Context: an optimization exercise on an open-source flow, tuned for small area. The choices shown serve that exercise and are no tape-out recipe.
In this exercise RTL edits were held to simulation tests only and were not proved equivalent to the original.

==> inputs of v28 <==
## Posit_mult_N32_ES6_PIPE6
module Posit_mult_N32_ES6_PIPE6(clk, in1, in2, start, out, inf, zero, done);
==> flow/config.mk <==
export PLATFORM = sky130hd
export DESIGN_NAME = Posit_mult_N32_ES6_PIPE6
export DESIGN_NICKNAME = Posit_mult_N32_ES6_PIPE6
export VERILOG_FILES = /design/flow/design.v
export SDC_FILE = /design/flow/constraint.sdc
export NUM_CORES = 4
export LEC_CHECK = 0
export CAP_MARGIN = 20
export CELL_PAD_IN_SITES_DETAIL_PLACEMENT = 1
export CELL_PAD_IN_SITES_GLOBAL_PLACEMENT = 1
export CORE_MARGIN = 2
export CORE_UTILIZATION = 40
export SLEW_MARGIN = 20
export SYNTH_HIERARCHICAL = 1
export SYNTH_MINIMUM_KEEP_SIZE = 0
==> flow/constraint.sdc <==
create_clock -name core_clock -period 9.0 [get_ports {clk}]
set_input_delay 1.8000 -clock core_clock [delete_from_list [all_inputs] [get_ports {clk}]]
set_output_delay 1.8000 -clock core_clock [all_outputs]
set_load 0.01 [all_outputs]
standard.sh (not shown) runs the stock make flow with config.mk's settings and CLKGATE_MAP_FILE= SYNTH_SCRIPT=/design/flow/synth_recipe.tcl, a recipe that flattens the netlist after the stock synthesis.
==> flow/flow/run.sh <==
#!/bin/bash
# The standard layout (the standard.sh: ORFS synthesis through finish),
# with the port buffers that global placement inserts made from the smallest
# buffer cell instead of the resizer's default choice.
set -euo pipefail
export BUFFER_PORTS_ARGS="-buffer_cell sky130_fd_sc_hd__buf_1"
bash standard.sh > standard.log 2>&1
==> inputs of v4, as changes to v28 <==
CELL_PAD_IN_SITES_GLOBAL_PLACEMENT = unset   (was 1)
CORE_UTILIZATION = 50   (was 40)
==> inputs of v14, as changes to v28 <==
CELL_PAD_IN_SITES_DETAIL_PLACEMENT = unset   (was 1)
CELL_PAD_IN_SITES_GLOBAL_PLACEMENT = unset   (was 1)
CORE_UTILIZATION = 45   (was 40)
==> comparison table <==
quantity	v14	v28	v4
Number of buffer and inverter instances along the worst setup path	3	4	4
R2R Setup Slk	0.65 ns	1.04 ns	0.86 ns
Tap Count	688	773	607
Die width	233.8 um	247.8 um	222.0 um
Total die area	0.05468 mm2	0.06139 mm2	0.04930 mm2
Wl on met1	33,850 um	40,660 um	35,550 um
Post-layout instance count excluding filler cells	3,417	3,520	3,342
Critical path's slowest cell	sky130_fd_sc_hd__or2_2	sky130_fd_sc_hd__nor4_1	sky130_fd_sc_hd__fa_1
Share of final layout cell area taken by clock buffers and inverters	0.01255	0.01314	0.01205
Pin count of the biggest net entering global routing	37	36	38
Area of combinational cells with multiple inputs	0.01931 mm2	0.01930 mm2	0.01931 mm2
Setup clock skew after layout	0.01146 ns	0.02437 ns	0.02638 ns
Critical path's largest stage delay	0.55 ns	0.48 ns	0.56 ns
Final instance area	0.02423 mm2	0.02447 mm2	0.02419 mm2
Count of buffers not belonging to the clock network in the layout	193	210	199
Largest fanout on the critical path	27	24	27
Result of the run	timing/DRC/antenna clean	timing/DRC/antenna clean	timing/DRC/antenna clean

========
==> inputs of v1 <==
Posit_mult_N32_ES6_PIPE6, a different RTL version from the one above (not shown whole).
Design Posit_mult_N32_ES6_PIPE6, start of the top module:
module Posit_mult_N32_ES6_PIPE6(clk, in1, in2, start, out, inf, zero, done);
make LEC_CHECK=0 CAP_MARGIN=0 CORE_MARGIN=2 CORE_UTILIZATION=40 CTS_BUF_LIST=sky130_fd_sc_hd__clkbuf_8 SLEW_MARGIN=0 SYNTH_HIERARCHICAL=1 SYNTH_MINIMUM_KEEP_SIZE=0 finish   # period 9.0 ns
run.sh (not shown) runs the stock make flow with config.mk's settings and CLKGATE_MAP_FILE= SYNTH_SCRIPT=/design/flow/synth_recipe.tcl, a recipe that flattens the netlist after the stock synthesis.
Stock flow here: none of the scripts above is used.
==> v8: changes against v1 <==
==> flow/flow/run.sh (new file) <==
#!/bin/bash
set -euo pipefail
export BUFFER_PORTS_ARGS="-buffer_cell sky130_fd_sc_hd__buf_1"
export REMOVE_ABC_BUFFERS=1
bash standard.sh > standard.log 2>&1
==> flow/standard.sh (new file) <==
#!/bin/bash
# synth_recipe.tcl (not shown) runs the flow's synth.tcl, then flattens the netlist and writes it again
# the make line also repeats each setting of config.mk as NAME=value (left out here)
make -C /OpenROAD-flow-scripts/flow DESIGN_CONFIG=/design/flow/config.mk WORK_HOME=/design/flow/orfs CLKGATE_MAP_FILE= SYNTH_SCRIPT=/design/flow/synth_recipe.tcl "${@:-finish}"
--- a/flow/config.mk
+++ b/flow/config.mk
@@ -5,10 +5,11 @@
 export SDC_FILE = /design/flow/constraint.sdc
 export NUM_CORES = 4
 export LEC_CHECK = 0
-export CAP_MARGIN = 0
+export CAP_MARGIN = 20
 export CORE_MARGIN = 2
 export CORE_UTILIZATION = 40
 export CTS_BUF_LIST = sky130_fd_sc_hd__clkbuf_8
-export SLEW_MARGIN = 0
+export GPL_TIMING_DRIVEN = 0
+export SLEW_MARGIN = 20
 export SYNTH_HIERARCHICAL = 1
 export SYNTH_MINIMUM_KEEP_SIZE = 0
removed: flow/run.sh
==> v34: changes against v1 <==
==> flow/flow/run.sh (new file) <==
#!/bin/bash
# The standard layout (the standard.sh: ORFS synthesis through finish),
# with the port buffers that global placement inserts made from the smallest
# buffer cell instead of the resizer's default choice.
set -euo pipefail
export BUFFER_PORTS_ARGS="-buffer_cell sky130_fd_sc_hd__buf_1"
bash standard.sh > standard.log 2>&1
==> flow/standard.sh (new file) <==
#!/bin/bash
# synth_recipe.tcl (not shown) runs the flow's synth.tcl, then flattens the netlist and writes it again
# the make line also repeats each setting of config.mk as NAME=value (left out here)
make -C /OpenROAD-flow-scripts/flow DESIGN_CONFIG=/design/flow/config.mk WORK_HOME=/design/flow/orfs CLKGATE_MAP_FILE= SYNTH_SCRIPT=/design/flow/synth_recipe.tcl "${@:-finish}"
--- a/flow/config.mk
+++ b/flow/config.mk
@@ -5,10 +5,10 @@
 export SDC_FILE = /design/flow/constraint.sdc
 export NUM_CORES = 4
 export LEC_CHECK = 0
-export CAP_MARGIN = 0
+export CAP_MARGIN = 20
 export CORE_MARGIN = 2
 export CORE_UTILIZATION = 40
 export CTS_BUF_LIST = sky130_fd_sc_hd__clkbuf_8
-export SLEW_MARGIN = 0
+export SLEW_MARGIN = 20
 export SYNTH_HIERARCHICAL = 1
 export SYNTH_MINIMUM_KEEP_SIZE = 0
removed: flow/run.sh
==> summary of the runs <==
Setup slack, highest first: v34, v1, v8. Register-to-register slack: v1 is higher than v8 (960 ps). Design area: v8 is lower than v1 (2.8%). Clock-buffer cell count: v34 is lower than v8 (1). Via count: v8 is higher than v34 (about 0.9%). Flip-flop and latch count is the same in v34 and v8.
==> figures <==
| item | v1 | v8 | v34 |
|---|---|---|---|
| Run status | timing/DRC/antenna clean | timing/DRC/antenna clean | timing/DRC/antenna clean |
| Total non-filler cell area in the finished layout | 27000 µm² | 26300 µm² | 26400 µm² |
| Met2 GRT Util | 34.9% | 35.5% | 35.3% |
| Post-Route Utilization | 42.2% | 41.0% | 41.1% |
| Count of placed standard cells including taps | 3526 | 3448 | 3519 |
| Smallest setup slack after layout | 572 ps | 468 ps | 879 ps |
| Vias in the first global route | 21000 | 21100 | 20800 |
| Worst path arrival time | 8790 ps | 8880 ps | 8480 ps |
| Achievable Freq | 0.119 GHz | 0.117 GHz | 0.123 GHz |
| Overall fraction of global-route tracks in use | 21.5% | 21.4% | 21.5% |
| Drt first-iter violations | 1661 | 1865 | 1813 |
| Worst-case reg-to-reg path depth | 21 | 24 | 25 |
| Final net count | 3146 | 3070 | 3139 |

[port drivers added, routing unchanged]
No port has a modelled driver above. Below, the same layouts with a new extraction and two added sets of constraints.
Step 1: set_driving_cell puts a clkbuf_16 on clk and a buf_2 on each other input, an assumption about the parent block.
Step 2 times the ports against the registers' clock, not the clock port: input delays grow and output delays shrink by t, the midpoint of the rising clock arrivals with the driver on.
Three values: no drivers, after step 1, after step 2; two values: the first two.
run | shift t [ns] | slack for setup (ns) | hold WS [ns] | latest minus earliest clock arrival (ns) | pins driven straight from the clock port
v28 | 0.452 | 1.010 / 1.035 / 0.589 | 0.339 / 0.339 / 0.339 | 0.025 / 0.025 | 1
v4 | 0.453 | 0.859 / 0.859 / 0.760 | 0.334 / 0.334 / 0.334 | 0.027 / 0.027 | 1
v14 | 0.432 | 0.646 / 0.646 / 0.646 | 0.331 / 0.331 / 0.331 | 0.014 / 0.014 | 1
v1 | 0.442 | 0.572 / 0.595 / 0.153 | 0.339 / 0.339 / 0.339 | 0.029 / 0.029 | 1
v8 | 0.452 | 0.468 / 0.487 / 0.035 | 0.337 / 0.337 / 0.337 | 0.025 / 0.025 | 1
v34 | 0.438 | 0.879 / 0.902 / 0.465 | 0.336 / 0.336 / 0.336 | 0.032 / 0.031 | 1
After both steps setup and hold are still met in every run listed. The setup slack of v8, which loses most, moves by +0.019 ns with the drivers and by -0.433 ns with both steps.
